From an optimization exercise on the open Yosys and OpenROAD flow, aimed at small area; shortcuts taken in it are not production practice.
At most, simulation tests tie the RTL to the original design; equivalence was not proved.
No driver is modelled on the clock port, so clocking that relies on it looks cheaper here than on a real chip.
Power is estimated from default activity; no workload was simulated.

Setup of v23:
Design microcontroller, start of the top module:
module microcontroller #(parameter M = 3,
                         parameter N = 16)
                        (input  [15:0]  din,
                         input          clk, rst,
                         output         rw,
                         output [N-1:0] addr,
                         output [N-1:0] dout);
Settings: LEC_CHECK=0, ABC_AREA=1, CAP_MARGIN=0, CORE_MARGIN=2, CORE_UTILIZATION=40, SLEW_MARGIN=0; clock period 7.0 ns.
standard.sh (not shown) runs the stock make flow with config.mk's settings and CLKGATE_MAP_FILE= SYNTH_SCRIPT=/design/flow/synth_recipe.tcl, a recipe that flattens the netlist after the stock synthesis.
==> flow/flow/run.sh <==
#!/bin/bash
# Standard ORFS layout, except:
#  - synthesis maps with an area-only ABC script (flow/abc_area.script),
#    through a copy of ORFS's scripts folder; everything else in synthesis
#    is the standard synthesis (synth_recipe.tcl),
#  - ports are buffered with buf_1,
#  - the clock tree uses clkbuf_8 and no dummy loads.
# Each make run's output goes to its own log file here.
set -euo pipefail
rm -rf scr
cp -r "$FLOW_HOME/scripts" scr
cp flow/abc_area.script scr/abc_area.script
bash standard.sh synth "SCRIPTS_DIR=$PWD/scr" > synth_make.log 2>&1
bash standard.sh finish \
  "BUFFER_PORTS_ARGS=-buffer_cell sky130_fd_sc_hd__buf_1" \
  "CTS_ARGS=-sink_clustering_enable -repair_clock_nets -dont_use_dummy_load -buf_list sky130_fd_sc_hd__clkbuf_8" \
  > flow_make.log 2>&1
==> flow/flow/abc_area.script <==
strash
dch -f
amap
topo
#### Input delta (v18 over v23)
# v23
export LEC_CHECK = 0
export ABC_AREA = 1
export CAP_MARGIN = 0
export CORE_MARGIN = 2
export CORE_UTILIZATION = 40
export SLEW_MARGIN = 0
create_clock -name core_clock -period 7.0 [get_ports {clk}]
# v18
export LEC_CHECK = 0
export CAP_MARGIN = 20
export CORE_MARGIN = 2
export CORE_UTILIZATION = 40
export SLEW_MARGIN = 20
create_clock -name core_clock -period 7.0 [get_ports {clk}]
==> flow/run.sh (new file) <==
#!/bin/bash
# synth_recipe.tcl (not shown) runs the flow's synth.tcl, then flattens the netlist and writes it again
# the make line also repeats each setting of config.mk as NAME=value (left out here)
make -C /OpenROAD-flow-scripts/flow DESIGN_CONFIG=/design/flow/config.mk WORK_HOME=/design/flow/orfs CLKGATE_MAP_FILE= SYNTH_SCRIPT=/design/flow/synth_recipe.tcl finish
removed: flow/flow/run.sh
removed: flow/flow/abc_area.script
removed: flow/standard.sh
Findings:
- The worst slew margin relative to its limit of v18 is higher than that of v23.
- From v23 to v18 the numbers moved as follows: maximum cell stage delay along the critical path up 0.03 ns; global-route wire length before repair increased by 3100 um relative to the old numbers; share of power burned in combinational logic has decreased; area of all placed cells without fillers rose by 0.0012 mm2; clock period minus final worst setup slack ~0 delta.
- Compared with v23, v18 shows number of nets produced by synthesis that has gone up by a few percent.
- v18 against v23: total die area shows an increase of about 11%; routed wire length picked up an extra 19%.
- Against v23, mapped cell area in v18 rose by more than 10%.
Modified inputs, v16 compared to v18
# v18
export LEC_CHECK = 0
export CAP_MARGIN = 20
export CORE_MARGIN = 2
export CORE_UTILIZATION = 40
export SLEW_MARGIN = 20
create_clock -name core_clock -period 7.0 [get_ports {clk}]
# v16
export LEC_CHECK = 0
export ABC_AREA = 1
export CAP_MARGIN = 20
export CORE_MARGIN = 2
export CORE_UTILIZATION = 40
export SLEW_MARGIN = 20
create_clock -name core_clock -period 7.0 [get_ports {clk}]
==> flow/flow/run.sh (new file) <==
#!/bin/bash
set -euo pipefail
bash standard.sh finish \
  "BUFFER_PORTS_ARGS=-buffer_cell sky130_fd_sc_hd__buf_1" \
  "CTS_ARGS=-sink_clustering_enable -repair_clock_nets -dont_use_dummy_load -buf_list sky130_fd_sc_hd__clkbuf_8" \
  > flow_make.log 2>&1
==> flow/standard.sh (new file) <==
#!/bin/bash
# synth_recipe.tcl (not shown) runs the flow's synth.tcl, then flattens the netlist and writes it again
# the make line also repeats each setting of config.mk as NAME=value (left out here)
make -C /OpenROAD-flow-scripts/flow DESIGN_CONFIG=/design/flow/config.mk WORK_HOME=/design/flow/orfs CLKGATE_MAP_FILE= SYNTH_SCRIPT=/design/flow/synth_recipe.tcl "${@:-finish}"
removed: flow/run.sh
Results
- Routed wire in v16 totals less than in v18.
- Worst-case setup margin in the final layout, v18 and v16: higher on v16
- In the metrics for v18 and v16, the one carrying the higher die area is v18.
- Sequential power delta (v16 -> v18): insignificant
- v18 reports its largest family of logic cells by synthesized area as compound AO/OA/AOI/OAI gates while v16 reports simple AND/OR/NAND/NOR gates.
- Summary of the comparison: layout inverter count without the clock tree is higher in v16, relative to v18.
No run of this note included a check of the RTL's function; only the layout flow was run.

== job 9290 ==
The RTL this note starts from:
==> flow/design.v <==
module microcontroller #(parameter M = 3,
                         parameter N = 16)
                        (input  [15:0]  din,
                         input          clk, rst,
                         output         rw,
                         output [N-1:0] addr,
                         output [N-1:0] dout);
    localparam EX = 3'd0, A3 = 3'd1, L2 = 3'd2, S2 = 3'd3,
               S3 = 3'd4, S4 = 3'd5, CLR = 3'd6;
    reg [2:0]   ph;              
    reg [2:0]   st;              
    reg [111:0] rf;              
    reg [15:0]  r7, mar;
    reg [2:0]   sa, sb;          
    reg         fz, fn, fo;      
    reg         nz;              
    reg         cf;              
    wire [3:0] op = din[15:12];
    wire [2:0] rd = din[11:9];
    wire [2:0] ra = din[8:6];
    wire [2:0] rb = din[5:3];
    wire ex    = (st == EX);
    wire isbin = ~op[3] & (op[2:0] <= 3'd4);
    wire ismn  = (op == 4'd5) | (op == 4'd6);
    wire isnop = (op == 4'd7) | (op == 4'd11);
    wire isldi = (op == 4'd10);
    wire isbr  = (op[3:2] == 2'b11);
    wire isld  = (op == 4'd8);
    wire isst  = (op == 4'd9);
    wire ld7   = isld & (rd == 3'd7);    
    wire last  = (ph == 3'd7);
    wire s34   = (st == S3) | (st == S4);
    wire taken = (op[1:0] == 2'b11) | (op[1:0] == 2'b00 & fz) |
                 (op[1:0] == 2'b01 & fn) | (op[1:0] == 2'b10 & fo);
    localparam Y_ZERO = 3'd0, Y_ONE = 3'd1, Y_Z = 3'd2, Y_NZ = 3'd3,
               Y_OFF = 3'd4, Y_ONES = 3'd5;
    localparam F_ADD = 2'd0, F_AND = 2'd1, F_OR = 2'd2, F_XOR = 2'd3;
    localparam W_RES = 2'd0, W_DIN = 2'd1, W_R7 = 2'd2;
    wire [2:0] xs  = ex ? ra : s34 ? sb : sa;
    wire [2:0] dst = ex ? (isst ? ra : rd) : xs;
    reg       x7;
    reg [2:0] ysel;
    reg [1:0] fn_sel;
    reg       cin0;      
    reg       we7;       
    reg       wen;       
    reg [1:0] wsel;
    reg       fset, fzero, fdin, osel;
    reg [2:0] nst;
    always @(*) begin
        x7 = 1'b0; ysel = Y_ZERO; fn_sel = F_ADD; cin0 = 1'b0;
        we7 = 1'b0; wen = 1'b0; wsel = W_RES;
        fset = 1'b0; fzero = 1'b0; fdin = 1'b0; osel = 1'b0; nst = EX;
        case (st)
        EX: begin
            if (isbin) begin
                wen = 1'b1; fset = 1'b1; nst = A3;
                case (op[2:0])
                3'd0: begin ysel = Y_Z; osel = 1'b1; end
                3'd1: begin ysel = Y_NZ; cin0 = 1'b1; osel = 1'b1; end
                3'd2: begin ysel = Y_Z; fn_sel = F_AND; end
                3'd3: begin ysel = Y_Z; fn_sel = F_OR; end
                default: begin ysel = Y_Z; fn_sel = F_XOR; end
                endcase
            end else if (ismn | ld7) begin
                ysel = (op == 4'd5) ? Y_ONES : Y_ZERO; fn_sel = F_XOR;
                wen = ismn; fset = 1'b1; nst = A3;
            end else if (isld | isst) begin
                we7 = 1'b1; wen = 1'b1; wsel = W_R7; fset = isld;
                nst = isld ? L2 : S2;
            end else if (isbr) begin
                x7 = 1'b1; ysel = taken ? Y_OFF : Y_ONE; we7 = 1'b1;
                fset = taken; osel = 1'b1;
            end else begin           
                x7 = 1'b1; ysel = Y_ONE; we7 = 1'b1; fset = 1'b1;
                fzero = isnop; fdin = isldi; wen = isldi; wsel = W_DIN;
            end
        end
        A3: begin
            x7 = 1'b1; ysel = Y_ONE; we7 = 1'b1;
        end
        L2: begin
            ysel = Y_ONE; we7 = 1'b1; wen = 1'b1; wsel = W_DIN;
        end
        S2: begin
            we7 = 1'b1; wen = 1'b1; wsel = W_R7; nst = S3;
        end
        S3: begin
            we7 = 1'b1; wen = 1'b1; wsel = W_R7; fset = 1'b1; nst = S4;
        end
        S4: begin
            ysel = Y_ONE; we7 = 1'b1; wen = 1'b1; wsel = W_R7;
        end
        default: begin               
            fn_sel = F_AND; we7 = 1'b1; wen = 1'b1;
        end
        endcase
    end
    function [1:0] tail(input [2:0] i, input [111:0] f, input [1:0] r);
        case (i)
        3'd0: tail = f[1:0];
        3'd1: tail = f[17:16];
        3'd2: tail = f[33:32];
        3'd3: tail = f[49:48];
        3'd4: tail = f[65:64];
        3'd5: tail = f[81:80];
        3'd6: tail = f[97:96];
        default: tail = r;
        endcase
    endfunction
    wire [1:0] xv = x7 ? r7[1:0] : tail(xs, rf, r7[1:0]);
    wire [1:0] zv = tail(rb, rf, r7[1:0]);
    wire [1:0] draw = din[{ph, 1'b0} +: 2];
    wire       sxl  = ex & isldi & ph[2];
    wire       sxb  = ex & isbr & (ph[2:1] == 2'b11);
    wire [1:0] dv   = sxl ? {2{din[8]}} : sxb ? {2{din[11]}} : draw;
    reg [1:0] yv;
    always @(*) begin
        case (ysel)
        Y_ONE:  yv = {1'b0, (ph == 3'd0)};
        Y_Z:    yv = zv;
        Y_NZ:   yv = ~zv;
        Y_OFF:  yv = dv;
        Y_ONES: yv = 2'b11;
        default: yv = 2'b00;
        endcase
    end
    wire       c0 = (ph == 3'd0) ? cin0 : cf;
    wire       s0 = xv[0] ^ yv[0] ^ c0;
    wire       c1 = (xv[0] & yv[0]) | (xv[0] & c0) | (yv[0] & c0);
    wire       s1 = xv[1] ^ yv[1] ^ c1;
    wire       c2 = (xv[1] & yv[1]) | (xv[1] & c1) | (yv[1] & c1);
    wire       ovf = c1 ^ c2;
    reg [1:0] res;
    always @(*) begin
        case (fn_sel)
        F_AND: res = xv & yv;
        F_OR:  res = xv | yv;
        F_XOR: res = xv ^ yv;
        default: res = {s1, s0};
        endcase
    end
    wire [1:0] wd   = (wsel == W_DIN) ? dv : (wsel == W_R7) ? r7[1:0] : res;
    wire [1:0] fd   = fzero ? 2'b00 : fdin ? dv : res;
    wire       clr  = (st == CLR);
    wire [1:0] r7in = we7 ? res : r7[1:0];
    wire       mar_ld = last & (st != S2) & (st != S3);
    assign addr = mar_ld ? {r7in, r7[15:2]} : mar;
    assign dout = r7;
    assign rw   = (st == S4) & (ph == 3'd0);
    integer k;
    always @(posedge clk) begin
        for (k = 0; k < 7; k = k + 1)
            rf[16*k +: 16] <= {(clr | (wen & (dst == k))) ? wd : rf[16*k +: 2],
                               rf[16*k+2 +: 14]};
        r7 <= {r7in, r7[15:2]};
        mar <= addr;
        cf <= c2;
        nz <= ((ph != 3'd0) & nz) | (|fd);
        if (ex) begin
            sa <= dst;
            sb <= rb;
        end
        if (rst) begin
            ph <= 3'd0;
            st <= CLR;
            fz <= 1'b0; fn <= 1'b0; fo <= 1'b0;
        end else begin
            ph <= ph + 3'd1;
            if (last) begin
                st <= nst;
                if (fset) begin
                    fz <= ~(nz | (|fd));
                    fn <= fd[1];
                    fo <= osel & ovf;
                end
            end
        end
    end
endmodule
Settings: LEC_CHECK=0, ABC_AREA=1, CAP_MARGIN=20, CORE_MARGIN=2, CORE_UTILIZATION=40, SLEW_MARGIN=20; clock period 7.0 ns.
==> flow/flow/run.sh <==
#!/bin/bash
# Standard ORFS layout, except:
#  - synthesis restructures the logic with ABC's &deepsyn and maps it with
#    amap, for area, and leaves adders to ABC (no full-adder extraction).
#    It runs the standard flow's own synthesis script (synth_recipe.tcl) on copies of
#    ORFS's scripts folder that differ only in abc_area.script: sixteen
#    runs, eight &deepsyn seeds times two scripts (flow/abc_area.script and
#    flow/abc_area_dch.script), eight at a time, and it keeps the one with
#    the smallest cell area,
#  - ports are buffered with buf_1,
#  - the clock tree is built from clkbuf_2 without dummy loads, and
#    flow/post_cts.tcl sizes each leaf clock buffer for a clock edge of at
#    most 120 ps.
# Each tool run's output goes to its own log file here.
set -euo pipefail
runs=""
for v in a b; do
  for s in 1 2 3 4 5 6 7 8; do
    r="$v$s"; runs="$runs $r"
    rm -rf "scr_$r" "orfs_$r"
    cp -r "$FLOW_HOME/scripts" "scr_$r"
    if [[ $v == a ]]; then src=flow/abc_area.script; else src=flow/abc_area_dch.script; fi
    sed "s/SEED/$s/" "$src" > "scr_$r/abc_area.script"
    sed "s#WORK_HOME=[^ ]*#WORK_HOME=$PWD/orfs_$r#" standard.sh > "standard_$r.sh"
    bash "standard_$r.sh" synth "SCRIPTS_DIR=$PWD/scr_$r" "ADDER_MAP_FILE=" \
      > "synth_make_$r.log" 2>&1 &
  done
  wait
done
best=""; best_area=""
for r in $runs; do
  a=$(awk '/Chip area/ {print $NF}' "orfs_$r/reports/sky130hd/microcontroller/base/synth_stat.txt")
  echo "run $r: synthesis cell area $a" >> synth_pick.log
  if [[ -z "$best" ]] || awk -v a="$a" -v b="$best_area" 'BEGIN {exit !(a < b)}'; then
    best=$r; best_area=$a
  fi
done
echo "kept run $best" >> synth_pick.log
rm -rf orfs
cp -a "orfs_$best" orfs
bash standard.sh finish \
  "BUFFER_PORTS_ARGS=-buffer_cell sky130_fd_sc_hd__buf_1" \
  "CTS_ARGS=-sink_clustering_enable -repair_clock_nets -dont_use_dummy_load -buf_list sky130_fd_sc_hd__clkbuf_2" \
  "POST_CTS_TCL=$PWD/flow/post_cts.tcl" \
  > flow_make.log 2>&1
==> flow/flow/abc_area.script <==
strash
&get -n
&deepsyn -J 100 -S SEED
&put
amap
topo
==> flow/flow/abc_area_dch.script <==
strash
&get -n
&deepsyn -J 100 -S SEED
&put
dch -f
amap
topo
Other scripts of this flow, unchanged in this note and not shown: flow/flow/post_cts.tcl
Job 9290 completed every stage of the flow, and the final layout passed the timing, design-rule and antenna checks.
### job 9290 -> job 4540
- CORE_UTILIZATION changed from 40 to 55
diff --git a/flow/flow/run.sh b/flow/flow/run.sh
--- a/flow/flow/run.sh
+++ b/flow/flow/run.sh
@@ -4,8 +4,8 @@
 #    amap, for area, and leaves adders to ABC (no full-adder extraction).
 #    It runs the standard flow's own synthesis script (synth_recipe.tcl) on copies of
-#    ORFS's scripts folder that differ only in abc_area.script: sixteen
-#    runs, eight &deepsyn seeds times two scripts (flow/abc_area.script and
-#    flow/abc_area_dch.script), eight at a time, and it keeps the one with
-#    the smallest cell area,
+#    ORFS's scripts folder that differ only in abc_area.script: eight runs,
+#    four &deepsyn seeds times two scripts (flow/abc_area.script and
+#    flow/abc_area_dch.script), and it keeps the one with the smallest
+#    cell area,
 #  - ports are buffered with buf_1,
 #  - the clock tree is built from clkbuf_2 without dummy loads, and
@@ -16,5 +16,5 @@
 runs=""
 for v in a b; do
-  for s in 1 2 3 4 5 6 7 8; do
+  for s in 1 2 3 4; do
     r="$v$s"; runs="$runs $r"
     rm -rf "scr_$r" "orfs_$r"
@@ -26,6 +26,6 @@
       > "synth_make_$r.log" 2>&1 &
   done
-  wait
 done
+wait
 best=""; best_area=""
 for r in $runs; do
Findings:
Both conditions hold for job 4540: the flow ran to the end and the final layout passed the timing, design-rule and antenna checks.
Summary of the comparison: worst supply voltage drop on vdd is higher in job 4540, relative to job 9290.
Comparing the two runs side by side, job 4540 comes out behind job 9290 on register-to-register slack.
Job 9290 and job 4540 ended up with nearly the same number of synthesized flops with an enable pin.
Between job 4540 and job 9290, it is job 4540 whose final instance count without filler cells is lower, by 21.
Diff job 9290 -> job 4540 | overall fraction of global-route tracks in use | increase of 5.7 points
Lower via count goes to job 9290 over job 4540.
Against job 9290, wire length of the first global-routing pass in job 4540 fell by a few percent.
Relative to job 9290, row count decreased by 15% in job 4540.
--- input diff job 4540..job 4697 ---
- a change of CORE_UTILIZATION from 55 to 40
### Flow results
- No stage failed in job 4697, and the final checks on the layout all came back clean.
- Leakage power summed over all cells shrinks slightly when moving from job 4540 to job 4697.
- Job 4697 supports a lower top clock frequency than job 4540.
- The overall via count from detail_route was comparable across job 4540 and job 4697.
- Job 4697 and job 4540 ended up with roughly the same routed wire length.
- Looking at overall routing resource usage across job 4540 and job 4697, the one that comes out higher is job 4540.
- On power per cell area: between job 4540 and job 4697, it ends up lower for job 4697.
diff inputs: job 4697 => job 5654
==> flow/flow/run.sh <==
#!/bin/bash
# Standard ORFS layout, except:
#  - synthesis restructures the logic with ABC's &deepsyn and maps it with
#    amap, for area (flow/abc_area.script), and leaves adders to ABC (no
#    full-adder extraction).  It runs the standard flow's own synthesis script
#    (synth_recipe.tcl) on copies of ORFS's scripts folder that differ only
#    in abc_area.script; it does so for three &deepsyn seeds in parallel and
#    keeps the synthesis with the smallest cell area,
#  - ports are buffered with buf_1,
#  - the clock tree is built from clkbuf_2 without dummy loads, and
#    flow/post_cts.tcl sizes each leaf clock buffer for a clock edge of at
#    most 120 ps.
# Each tool run's output goes to its own log file here.
set -euo pipefail
seeds="1 2 3"
for s in $seeds; do
  rm -rf "scr_$s" "orfs_$s"
  cp -r "$FLOW_HOME/scripts" "scr_$s"
  sed "s/SEED/$s/" flow/abc_area.script > "scr_$s/abc_area.script"
  sed "s#WORK_HOME=[^ ]*#WORK_HOME=$PWD/orfs_$s#" standard.sh > "standard_$s.sh"
  bash "standard_$s.sh" synth "SCRIPTS_DIR=$PWD/scr_$s" "ADDER_MAP_FILE=" \
    > "synth_make_$s.log" 2>&1 &
done
wait
best=""; best_area=""
for s in $seeds; do
  a=$(awk '/Chip area/ {print $NF}' "orfs_$s/reports/sky130hd/microcontroller/base/synth_stat.txt")
  echo "seed $s: synthesis cell area $a" >> synth_pick.log
  if [[ -z "$best" ]] || awk -v a="$a" -v b="$best_area" 'BEGIN {exit !(a < b)}'; then
    best=$s; best_area=$a
  fi
done
echo "kept seed $best" >> synth_pick.log
rm -rf orfs
cp -a "orfs_$best" orfs
bash standard.sh finish \
  "BUFFER_PORTS_ARGS=-buffer_cell sky130_fd_sc_hd__buf_1" \
  "CTS_ARGS=-sink_clustering_enable -repair_clock_nets -dont_use_dummy_load -buf_list sky130_fd_sc_hd__clkbuf_2" \
  "POST_CTS_TCL=$PWD/flow/post_cts.tcl" \
  > flow_make.log 2>&1
==> flow/flow/abc_area.script <==
strash
&get -n
&deepsyn -T 30 -S SEED
&put
amap
topo
removed: flow/flow/abc_area_dch.script
Findings:
Looking at job 5654 and job 4697, the area growth from synthesis to layout is a wash. For the multi-input logic area, job 5654 came in 2.2% lower than job 4697 did. Lower initial antenna violation count among job 5654 and job 4697: job 4697. The detailed route wirelength on metal2 reported for job 5654 is smaller than that of job 4697 by 0.65%. A startpoint of the worst setup timing path of st[0] is what job 5654 shows, while st[2] belongs to job 4697. The standard cells in job 5654 occupy more silicon area than those in job 4697 do. Delta (job 5654 minus job 4697): peak clock frequency supported by timing shows an increase of about 0.8%; sequential cell power went down 3.2%; peak per-stage delay on the critical path up 0.24 ns; clock tree cell share of total cell area has remained practically unchanged. Job 5654 ended with every stage complete and zero timing, DRC or antenna violations.
[inputs] job 3867 vs job 5654
- putting GPL_TIMING_DRIVEN at 0 where nothing was set
diff --git a/flow/flow/run.sh b/flow/flow/run.sh
--- a/flow/flow/run.sh
+++ b/flow/flow/run.sh
@@ -5,5 +5,5 @@
 #    full-adder extraction).  It runs the standard flow's own synthesis script
 #    (synth_recipe.tcl) on copies of ORFS's scripts folder that differ only
-#    in abc_area.script; it does so for three &deepsyn seeds in parallel and
+#    in abc_area.script; it does so for four &deepsyn seeds in parallel and
 #    keeps the synthesis with the smallest cell area,
 #  - ports are buffered with buf_1,
@@ -13,5 +13,5 @@
 # Each tool run's output goes to its own log file here.
 set -euo pipefail
-seeds="1 2 3"
+seeds="1 2 3 4"
 for s in $seeds; do
   rm -rf "scr_$s" "orfs_$s"
==> flow/flow/abc_area.script <==
strash
&get -n
&deepsyn -J 100 -S SEED
&put
amap
topo
--- outcome ---
Cell area of job 3867 is on par with job 5654. Diff job 5654 -> job 3867: first-pass GRT wire length dropped about 2%; length of routed wiring on met1 climbed 1.3%. Having completed the whole flow, job 3867 delivered a layout that passed the timing, design-rule and antenna checks.

## re-timing with driven ports
The results above use ideal ports. As a check the final layouts listed here were re-extracted and re-timed, cells and wires unchanged.
Step 1: set_driving_cell puts a clkbuf_16 on clk and a buf_2 on each other input, an assumption about the parent block.
Step 2 times the ports against the registers' clock, not the clock port: input delays grow and output delays shrink by t, the midpoint of the rising clock arrivals with the driver on.
a / b / c = ideal ports / drivers / drivers and shift; a / b = the first two.
run	t, ns	setup WS [ns]	worst setup path after step 2	worst register clock-pin slew, ns	worst data-port slew with drivers (ns)
v23	0.473	0.255 / 0.227 / 0.227	input to output	0.09 / 0.09	0.04
v18	0.460	0.256 / 0.230 / 0.230	input to output	0.07 / 0.07	0.04
v16	0.471	0.692 / 0.663 / 0.663	input to output	0.10 / 0.10	0.04
job 9290	0.663	0.587 / 0.557 / 0.825	input to output	0.11 / 0.11	0.03
job 4540	0.637	0.657 / 0.627 / 1.035	input to output	0.11 / 0.11	0.03
job 4697	0.682	0.585 / 0.553 / 0.910	input to output	0.11 / 0.11	0.05
job 5654	0.688	0.638 / 0.609 / 0.877	input to output	0.11 / 0.11	0.04
job 3867	0.683	0.627 / 0.595 / 0.795	input to output	0.11 / 0.11	0.04
After both steps every run listed still meets setup and hold. The setup slack of v16, which loses most, moves by -0.029 ns with the drivers and by -0.029 ns with both steps.
